Source: an optimization exercise on an open RTL-to-GDS flow (aim: small area and a short achievable clock period). Production flows keep margins and buffers that such runs may drop. RTL that was checked went through simulation tests only; none was proved equivalent to the original. The clock port is modelled as an ideal driver, which makes a skipped or thinned clock tree look cheaper than it is; a real chip needs a root buffer or a tree. Power is estimated from default activity; no workload was simulated.

## delta
// SPI_Wrapper
module SPI_Wrapper (
    input  wire CLK,
    input  wire rst_n,
    input  wire SS_n,
    input  wire MOSI,
    output wire MISO
);
Size: ~3,100 cells after synthesis, roughly 2,200 flip-flops, about 5 I/O pins, about 0.051 mm² of cells after synthesis.
==> module SPI_SLAVE, before the edit <==
module SPI_SLAVE (
    input  wire       CLK,
    input  wire       rst_n,
    input  wire       MOSI,
    input  wire       SS_n,
    input  wire       tx_valid,
    input  wire [2:0] ph,          
    input  wire       tx_bit,      
    output reg  [2:0] tx_pos,
    output reg        MISO,
    output reg  [9:0] rx_data,
    output wire       rx_valid
);
    localparam IDLE      = 3'b000;
    localparam CHK_CMD   = 3'b001;
    localparam WRITE     = 3'b010;
    localparam READ_ADDR = 3'b011;
    localparam READ_DATA = 3'b100;
    reg       read_flag;
    reg [3:0] ser_cnt;
    reg [2:0] CS;
    reg [2:0] NS;
    always @(posedge CLK, negedge rst_n) begin
        if (!rst_n) CS <= IDLE;
        else        CS <= NS;
    end
    always @(*) begin
        case (CS)
        IDLE      : NS = SS_n ? IDLE : CHK_CMD;
        CHK_CMD   : NS = SS_n ? IDLE : (!MOSI ? WRITE : (read_flag ? READ_DATA : READ_ADDR));
        WRITE     : NS = SS_n ? IDLE : WRITE;
        READ_ADDR : NS = SS_n ? IDLE : READ_ADDR;
        READ_DATA : NS = SS_n ? IDLE : READ_DATA;
        default   : NS = IDLE;
        endcase
    end
    always @(posedge CLK, negedge rst_n) begin
        if (!rst_n)                read_flag <= 1'b0;
        else if (CS == READ_ADDR)  read_flag <= 1'b1;
        else if (CS == READ_DATA)  read_flag <= 1'b0;
    end
    wire rx_rec_en = (CS == WRITE) || (CS == READ_ADDR) || (CS == READ_DATA && !tx_valid);
    wire tx_ser_en = (CS == READ_DATA) && tx_valid;
    wire tx_shift  = tx_ser_en && ser_cnt != 4'd8;
    wire cnt_inc   = (rx_rec_en && ser_cnt != 4'd10) || tx_shift;
    wire [3:0] cnt_next = cnt_inc ? ser_cnt + 1'b1 : 4'd0;
    always @(posedge CLK)
        rx_data <= {rx_data[8:0], MOSI};
    always @(posedge CLK, negedge rst_n) begin
        if (!rst_n) begin
            ser_cnt <= 4'b0;
            MISO    <= 1'b0;
        end
        else begin
            ser_cnt <= cnt_next;
            if (tx_shift) MISO <= tx_bit;
        end
    end
    always @(posedge CLK)
        tx_pos <= ph + 3'd1 + ~cnt_next[2:0];
    assign rx_valid = (ser_cnt == 4'd10);
endmodule
==> module RAM, before the edit <==
module RAM (
    input  wire       CLK,
    input  wire       rst_n,
    input  wire [9:0] din,
    input  wire       rx_valid,
    input  wire [2:0] tx_pos,
    output reg  [2:0] ph,
    output reg        tx_valid,
    output wire       tx_bit
);
    integer r, p, j;
    always @(posedge CLK)
        case (ph)
        3'd0: ph <= 3'd1;
        3'd1: ph <= 3'd2;
        3'd2: ph <= 3'd3;
        3'd3: ph <= 3'd4;
        3'd4: ph <= 3'd5;
        3'd5: ph <= 3'd6;
        3'd6: ph <= 3'd7;
        3'd7: ph <= 3'd0;
        default: ph <= 3'd0;
        endcase
    reg [7:0]  address;
    reg [15:0] asel;
    always @(posedge CLK, negedge rst_n) begin
        if (!rst_n) begin
            address  <= 8'b0;
            asel     <= 16'b1;
            tx_valid <= 1'b0;
        end
        else if (rx_valid) begin
            if (!din[8]) begin
                address <= din[7:0];
                asel    <= 16'b1 << din[3:0];
            end
            tx_valid <= din[9] & din[8];
        end
    end
    reg [7:0]  wdata;
    reg [15:0] whi;
    reg [3:0]  wlo;
    reg [2:0]  wcnt;
    reg        wbit;
    wire       wload = rx_valid && din[9:8] == 2'b01;
    always @(posedge CLK) begin
        if (wload) begin
            wdata <= din[7:0];
            whi   <= 16'b1 << address[7:4];
            wlo   <= address[3:0];
            wcnt  <= 3'd0;
        end
        else begin
            if (wcnt == 3'd7) whi <= 16'b0;
            wcnt <= wcnt + 1'b1;
        end
    end
    always @(posedge CLK)
        wbit <= wload ? din[~(ph + 3'd1)] : wdata[~(ph + 3'd1)];
    reg [2047:0] mem;
    always @(posedge CLK)
        for (r = 0; r < 256; r = r + 1) begin
            for (p = 1; p < 8; p = p + 1)
                mem[8*r+p] <= mem[8*r+p-1];
            mem[8*r] <= (whi[r/16] && wlo == r%16) ? wbit : mem[8*r+7];
        end
    reg [15:0] m1;
    reg [3:0]  m2;
    reg        b;
    always @(posedge CLK) begin
        for (r = 0; r < 16; r = r + 1) begin
            b = 1'b0;
            for (j = 0; j < 16; j = j + 1)
                b = b | (asel[j] & mem[8*(16*r + j)]);
            m1[r] <= b;
        end
        for (r = 0; r < 4; r = r + 1)
            m2[r] <= m1[4*r + address[5:4]];
    end
    reg [7:0] S;
    always @(posedge CLK)
        S <= {S[6:3], m2[address[7:6]], S[1:0], S[7]};
    assign tx_bit = S[tx_pos];
endmodule
clock: 4.0 ns
lec_check: 0
cap_margin: 40
core_margin: 2
core_utilization: 40
setup_slack_margin: 2.3
slew_margin: 40
standard.sh (not shown) runs the stock make flow with config.mk's settings and CLKGATE_MAP_FILE= SYNTH_SCRIPT=/design/flow/synth_recipe.tcl, a recipe that flattens the netlist after the stock synthesis.
==> flow/flow/run.sh <==
#!/bin/bash
# The standard layout, with the clock tree built by flow/cts_hook.tcl.
set -euo pipefail
W=$(pwd)
bash standard.sh PRE_CTS_TCL="$W/flow/cts_hook.tcl" finish > "$W/orfs_make.log" 2>&1
Other scripts of this flow, unchanged in this note and not shown: flow/flow/cts_hook.tcl, flow/flow/mytree.tcl
Edits applied to the flow inputs when going from delta to quartz:
--- a/flow/design.v
+++ b/flow/design.v
@@ -10,5 +10,5 @@
     output reg        MISO,
     output reg  [9:0] rx_data,
-    output wire       rx_valid
+    output reg        rx_valid
 );
     localparam IDLE      = 3'b000;
@@ -49,15 +49,16 @@
     always @(posedge CLK, negedge rst_n) begin
         if (!rst_n) begin
-            ser_cnt <= 4'b0;
-            MISO    <= 1'b0;
+            ser_cnt  <= 4'b0;
+            rx_valid <= 1'b0;
+            MISO     <= 1'b0;
         end
         else begin
-            ser_cnt <= cnt_next;
+            ser_cnt  <= cnt_next;
+            rx_valid <= cnt_inc && ser_cnt == 4'd9;
             if (tx_shift) MISO <= tx_bit;
         end
     end
     always @(posedge CLK)
-        tx_pos <= ph + 3'd1 + ~cnt_next[2:0];
-    assign rx_valid = (ser_cnt == 4'd10);
+        tx_pos <= cnt_inc ? tx_pos : ph;
 endmodule
 module RAM (
@@ -84,24 +85,29 @@
         default: ph <= 3'd0;
         endcase
-    reg [7:0]  address;
+    reg [7:4]  address;
     reg [15:0] asel;
+    reg        zflag;
+    always @(posedge CLK)
+        if (rx_valid && !din[8]) begin
+            address <= din[7:4];
+            asel    <= 16'b1 << din[3:0];
+        end
     always @(posedge CLK, negedge rst_n) begin
         if (!rst_n) begin
-            address  <= 8'b0;
-            asel     <= 16'b1;
+            zflag    <= 1'b1;
             tx_valid <= 1'b0;
         end
         else if (rx_valid) begin
-            if (!din[8]) begin
-                address <= din[7:0];
-                asel    <= 16'b1 << din[3:0];
-            end
+            if (!din[8]) zflag <= 1'b0;
             tx_valid <= din[9] & din[8];
         end
     end
+    wire [15:0] rsel = zflag ? 16'b1 : asel;
+    wire [7:4]  rhi  = zflag ? 4'b0 : address;
     reg [7:0]  wdata;
     reg [15:0] whi;
-    reg [3:0]  wlo;
+    reg        wz;
     reg [2:0]  wcnt;
+    reg [2:0]  wpos;
     reg        wbit;
     wire       wload = rx_valid && din[9:8] == 2'b01;
@@ -109,6 +115,6 @@
         if (wload) begin
             wdata <= din[7:0];
-            whi   <= 16'b1 << address[7:4];
-            wlo   <= address[3:0];
+            whi   <= 16'b1 << rhi;
+            wz    <= zflag;
             wcnt  <= 3'd0;
         end
@@ -118,6 +124,9 @@
         end
     end
-    always @(posedge CLK)
-        wbit <= wload ? din[~(ph + 3'd1)] : wdata[~(ph + 3'd1)];
+    wire [15:0] wlo = wz ? 16'b1 : asel;
+    always @(posedge CLK) begin
+        wpos <= ~(ph + 3'd2);
+        wbit <= wload ? din[wpos] : wdata[wpos];
+    end
     reg [2047:0] mem;
     always @(posedge CLK)
@@ -125,5 +134,5 @@
             for (p = 1; p < 8; p = p + 1)
                 mem[8*r+p] <= mem[8*r+p-1];
-            mem[8*r] <= (whi[r/16] && wlo == r%16) ? wbit : mem[8*r+7];
+            mem[8*r] <= (whi[r/16] && wlo[r%16]) ? wbit : mem[8*r+7];
         end
     reg [15:0] m1;
@@ -134,13 +143,13 @@
             b = 1'b0;
             for (j = 0; j < 16; j = j + 1)
-                b = b | (asel[j] & mem[8*(16*r + j)]);
+                b = b | (rsel[j] & mem[8*(16*r + j)]);
             m1[r] <= b;
         end
         for (r = 0; r < 4; r = r + 1)
-            m2[r] <= m1[4*r + address[5:4]];
+            m2[r] <= m1[4*r + rhi[5:4]];
     end
     reg [7:0] S;
     always @(posedge CLK)
-        S <= {S[6:3], m2[address[7:6]], S[1:0], S[7]};
+        S <= {S[6:3], m2[rhi[7:6]], S[1:0], S[7]};
     assign tx_bit = S[tx_pos];
 endmodule
Notes after the runs:
In terms of sequential power, quartz and delta differ only marginally.
Post-route non-filler standard cell count, delta and quartz, higher one = delta.
Any difference in total power of the final layout between quartz and delta is small enough to ignore.
Looking only at cell count along the critical path, and setting everything else aside, the higher value of delta and quartz goes to delta.
Between delta and quartz, post-layout instance area is lower for quartz, delta comes in above that.
Area added between synthesis and finish, delta and quartz, lower one = quartz.
Wire: quartz routes less than delta
Lower worst setup slack was reported by delta, not quartz.
Post-route met1 wirelength on quartz is down relative to delta.
| final period demand of the worst path | lower: quartz |
For quartz, the startpoint of the worst setup timing path was SLAVE.MISO, unlike delta, where it was SLAVE.ser_cnt[0].
| number of global-route vias before repair | quartz vs delta | 3.0% lower |
Compared to delta, quartz has worst hold margin 4.8 ps higher.
The number of flip-flops and latches was comparable across delta and quartz.
No run of this note included a check of the RTL's function; only the layout flow was run. In every run of this note, the design's own scripts or RTL, not TritonCTS, make the clock network.


Setup of north:
SPI_Wrapper, a different RTL version from the one above (not shown whole).
Size: roughly 3400 cells after synthesis, roughly 2200 flip-flops, ~0.050 mm^2 of cells after synthesis.
==> module RAM, before the edit <==
module RAM (
    input  wire       CLK,
    input  wire       rst_n,
    input  wire [9:0] din,
    input  wire       rx_valid,
    input  wire [2:0] tx_pos,
    output reg  [2:0] ph,
    output reg        tx_valid,
    output wire       tx_bit
);
    integer r, p, j;
    always @(posedge CLK)
        case (ph)
        3'd0: ph <= 3'd1;
        3'd1: ph <= 3'd2;
        3'd2: ph <= 3'd3;
        3'd3: ph <= 3'd4;
        3'd4: ph <= 3'd5;
        3'd5: ph <= 3'd6;
        3'd6: ph <= 3'd7;
        3'd7: ph <= 3'd0;
        default: ph <= 3'd0;
        endcase
    reg [7:0]  address;
    reg [15:0] asel;
    always @(posedge CLK, negedge rst_n) begin
        if (!rst_n) begin
            address  <= 8'b0;
            asel     <= 16'b1;
            tx_valid <= 1'b0;
        end
        else if (rx_valid) begin
            if (!din[8]) begin
                address <= din[7:0];
                asel    <= 16'b1 << din[3:0];
            end
            tx_valid <= din[9] & din[8];
        end
    end
    reg [7:0]  wdata;
    reg [15:0] whi;
    reg [15:0] wlo;
    reg [2:0]  wcnt;
    reg [2:0]  wpos;
    reg        wbit;
    wire       wload = rx_valid && din[9:8] == 2'b01;
    always @(posedge CLK) begin
        if (wload) begin
            wdata <= din[7:0];
            whi   <= 16'b1 << address[7:4];
            wlo   <= asel;
            wcnt  <= 3'd0;
        end
        else begin
            if (wcnt == 3'd7) whi <= 16'b0;
            wcnt <= wcnt + 1'b1;
        end
    end
    always @(posedge CLK) begin
        wpos <= ~(ph + 3'd2);
        wbit <= wload ? din[wpos] : wdata[wpos];
    end
    reg [2047:0] mem;
    always @(posedge CLK)
        for (r = 0; r < 256; r = r + 1) begin
            for (p = 1; p < 8; p = p + 1)
                mem[8*r+p] <= mem[8*r+p-1];
            mem[8*r] <= (whi[r/16] && wlo[r%16]) ? wbit : mem[8*r+7];
        end
    reg [15:0] m1;
    reg [3:0]  m2;
    reg        b;
    always @(posedge CLK) begin
        for (r = 0; r < 16; r = r + 1) begin
            b = 1'b0;
            for (j = 0; j < 16; j = j + 1)
                b = b | (asel[j] & mem[8*(16*r + j)]);
            m1[r] <= b;
        end
        for (r = 0; r < 4; r = r + 1)
            m2[r] <= m1[4*r + address[5:4]];
    end
    reg [7:0] S;
    always @(posedge CLK)
        S <= {S[6:3], m2[address[7:6]], S[1:0], S[7]};
    assign tx_bit = S[tx_pos];
endmodule
export LEC_CHECK = 0
export ABC_AREA = 1
export CAP_MARGIN = 40
export CORE_MARGIN = 2
export CORE_UTILIZATION = 40
export SETUP_SLACK_MARGIN = 2.15
export SLEW_MARGIN = 40
create_clock -name core_clock -period 4.0 [get_ports {CLK}]
Scripts as last shown in full above: flow/flow/run.sh
Other scripts of this flow, unchanged in this note and not shown: flow/flow/cts_hook.tcl, flow/flow/mytree.tcl
## Diff of input files: south against north
--- a/flow/design.v
+++ b/flow/design.v
@@ -81,74 +81,68 @@
         3'd4: ph <= 3'd5;
         3'd5: ph <= 3'd6;
         3'd6: ph <= 3'd7;
         3'd7: ph <= 3'd0;
         default: ph <= 3'd0;
         endcase
-    reg [7:0]  address;
-    reg [15:0] asel;
+    reg [7:0] address;
     always @(posedge CLK, negedge rst_n) begin
         if (!rst_n) begin
             address  <= 8'b0;
-            asel     <= 16'b1;
             tx_valid <= 1'b0;
         end
         else if (rx_valid) begin
-            if (!din[8]) begin
-                address <= din[7:0];
-                asel    <= 16'b1 << din[3:0];
-            end
+            if (!din[8]) address <= din[7:0];
             tx_valid <= din[9] & din[8];
         end
     end
-    reg [7:0]  wdata;
-    reg [15:0] whi;
-    reg [15:0] wlo;
-    reg [2:0]  wcnt;
-    reg [2:0]  wpos;
-    reg        wbit;
-    wire       wload = rx_valid && din[9:8] == 2'b01;
+    reg [7:0] wdata;
+    reg [7:0] waddr;
+    reg       wact;
+    reg [2:0] wcnt;
+    reg [2:0] wpos;
+    reg       wbit;
+    wire      wload = rx_valid && din[9:8] == 2'b01;
     always @(posedge CLK) begin
         if (wload) begin
             wdata <= din[7:0];
-            whi   <= 16'b1 << address[7:4];
-            wlo   <= asel;
+            waddr <= address;
+            wact  <= 1'b1;
             wcnt  <= 3'd0;
         end
         else begin
-            if (wcnt == 3'd7) whi <= 16'b0;
+            if (wcnt == 3'd7) wact <= 1'b0;
             wcnt <= wcnt + 1'b1;
         end
     end
+    wire [15:0] whi = wact ? 16'b1 << waddr[7:4] : 16'b0;
+    wire [15:0] wlo = 16'b1 << waddr[3:0];
     always @(posedge CLK) begin
         wpos <= ~(ph + 3'd2);
         wbit <= wload ? din[wpos] : wdata[wpos];
     end
     reg [2047:0] mem;
     always @(posedge CLK)
         for (r = 0; r < 256; r = r + 1) begin
             for (p = 1; p < 8; p = p + 1)
                 mem[8*r+p] <= mem[8*r+p-1];
             mem[8*r] <= (whi[r/16] && wlo[r%16]) ? wbit : mem[8*r+7];
         end
-    reg [15:0] m1;
-    reg [3:0]  m2;
-    reg        b;
-    always @(posedge CLK) begin
+    wire [15:0] asel = 16'b1 << address[3:0];
+    reg  [15:0] m1;
+    reg         b;
+    always @(posedge CLK)
         for (r = 0; r < 16; r = r + 1) begin
             b = 1'b0;
             for (j = 0; j < 16; j = j + 1)
                 b = b | (asel[j] & mem[8*(16*r + j)]);
             m1[r] <= b;
         end
-        for (r = 0; r < 4; r = r + 1)
-            m2[r] <= m1[4*r + address[5:4]];
-    end
     reg [7:0] S;
     always @(posedge CLK)
-        S <= {S[6:3], m2[address[7:6]], S[1:0], S[7]};
+        S <= {S[6:2], m1[address[7:4]], S[0], S[7]};
     assign tx_bit = S[tx_pos];
 endmodule
 module SPI_Wrapper (
     input  wire CLK,
     input  wire rst_n,
     input  wire SS_n,
Notes after the runs:
Cmp south and north / global routing met1 resource utilization / lower: north
There was hardly any difference in number of buffers inserted for hold repair after clock tree synthesis between north and south.
Compare south and north | slack of the worst reg-to-reg path lower: south
Summary of south over north: global-route usage now larger; number of vias after detailed routing now larger.
south vs north: internal power consumption down
south vs. north: clock insertion delay at the later pin of the skew report level; setup slack grew by 0.018 ns; core area level.
No functional check of the RTL was part of south. In every run of this note, the design's own scripts or RTL, not TritonCTS, make the clock network.

## static timing again, ports no longer ideal
The results above use ideal ports. As a check the final layouts listed here were re-extracted and re-timed, cells and wires unchanged. Step 1: set_driving_cell puts a clkbuf_16 on CLK and a buf_2 on each other input, an assumption about the parent block. Step 2 moves the port delays by t, midway between the first and last clock arrival at a register: inputs arrive t later, outputs are due t later. That takes back most of the time a late clock gives input paths. Slacks: ideal ports / drivers / drivers and shift; pairs: ideal ports / drivers.
run	shift t [ns]	setup slack, ns	worst setup path at the end	cell pins on the clock port's net
delta	0.665	1.723 / 1.723 / 1.723	register to register	4
quartz	0.660	2.144 / 1.997 / 1.995	input to register	4
north	0.670	2.126 / 1.974 / 2.224	register to register	4
south	0.653	2.144 / 2.001 / 2.168	register to register	4
After both steps every run listed still meets setup and hold. The setup slack of quartz, which loses most, moves by -0.147 ns with the drivers and by -0.149 ns with both steps.
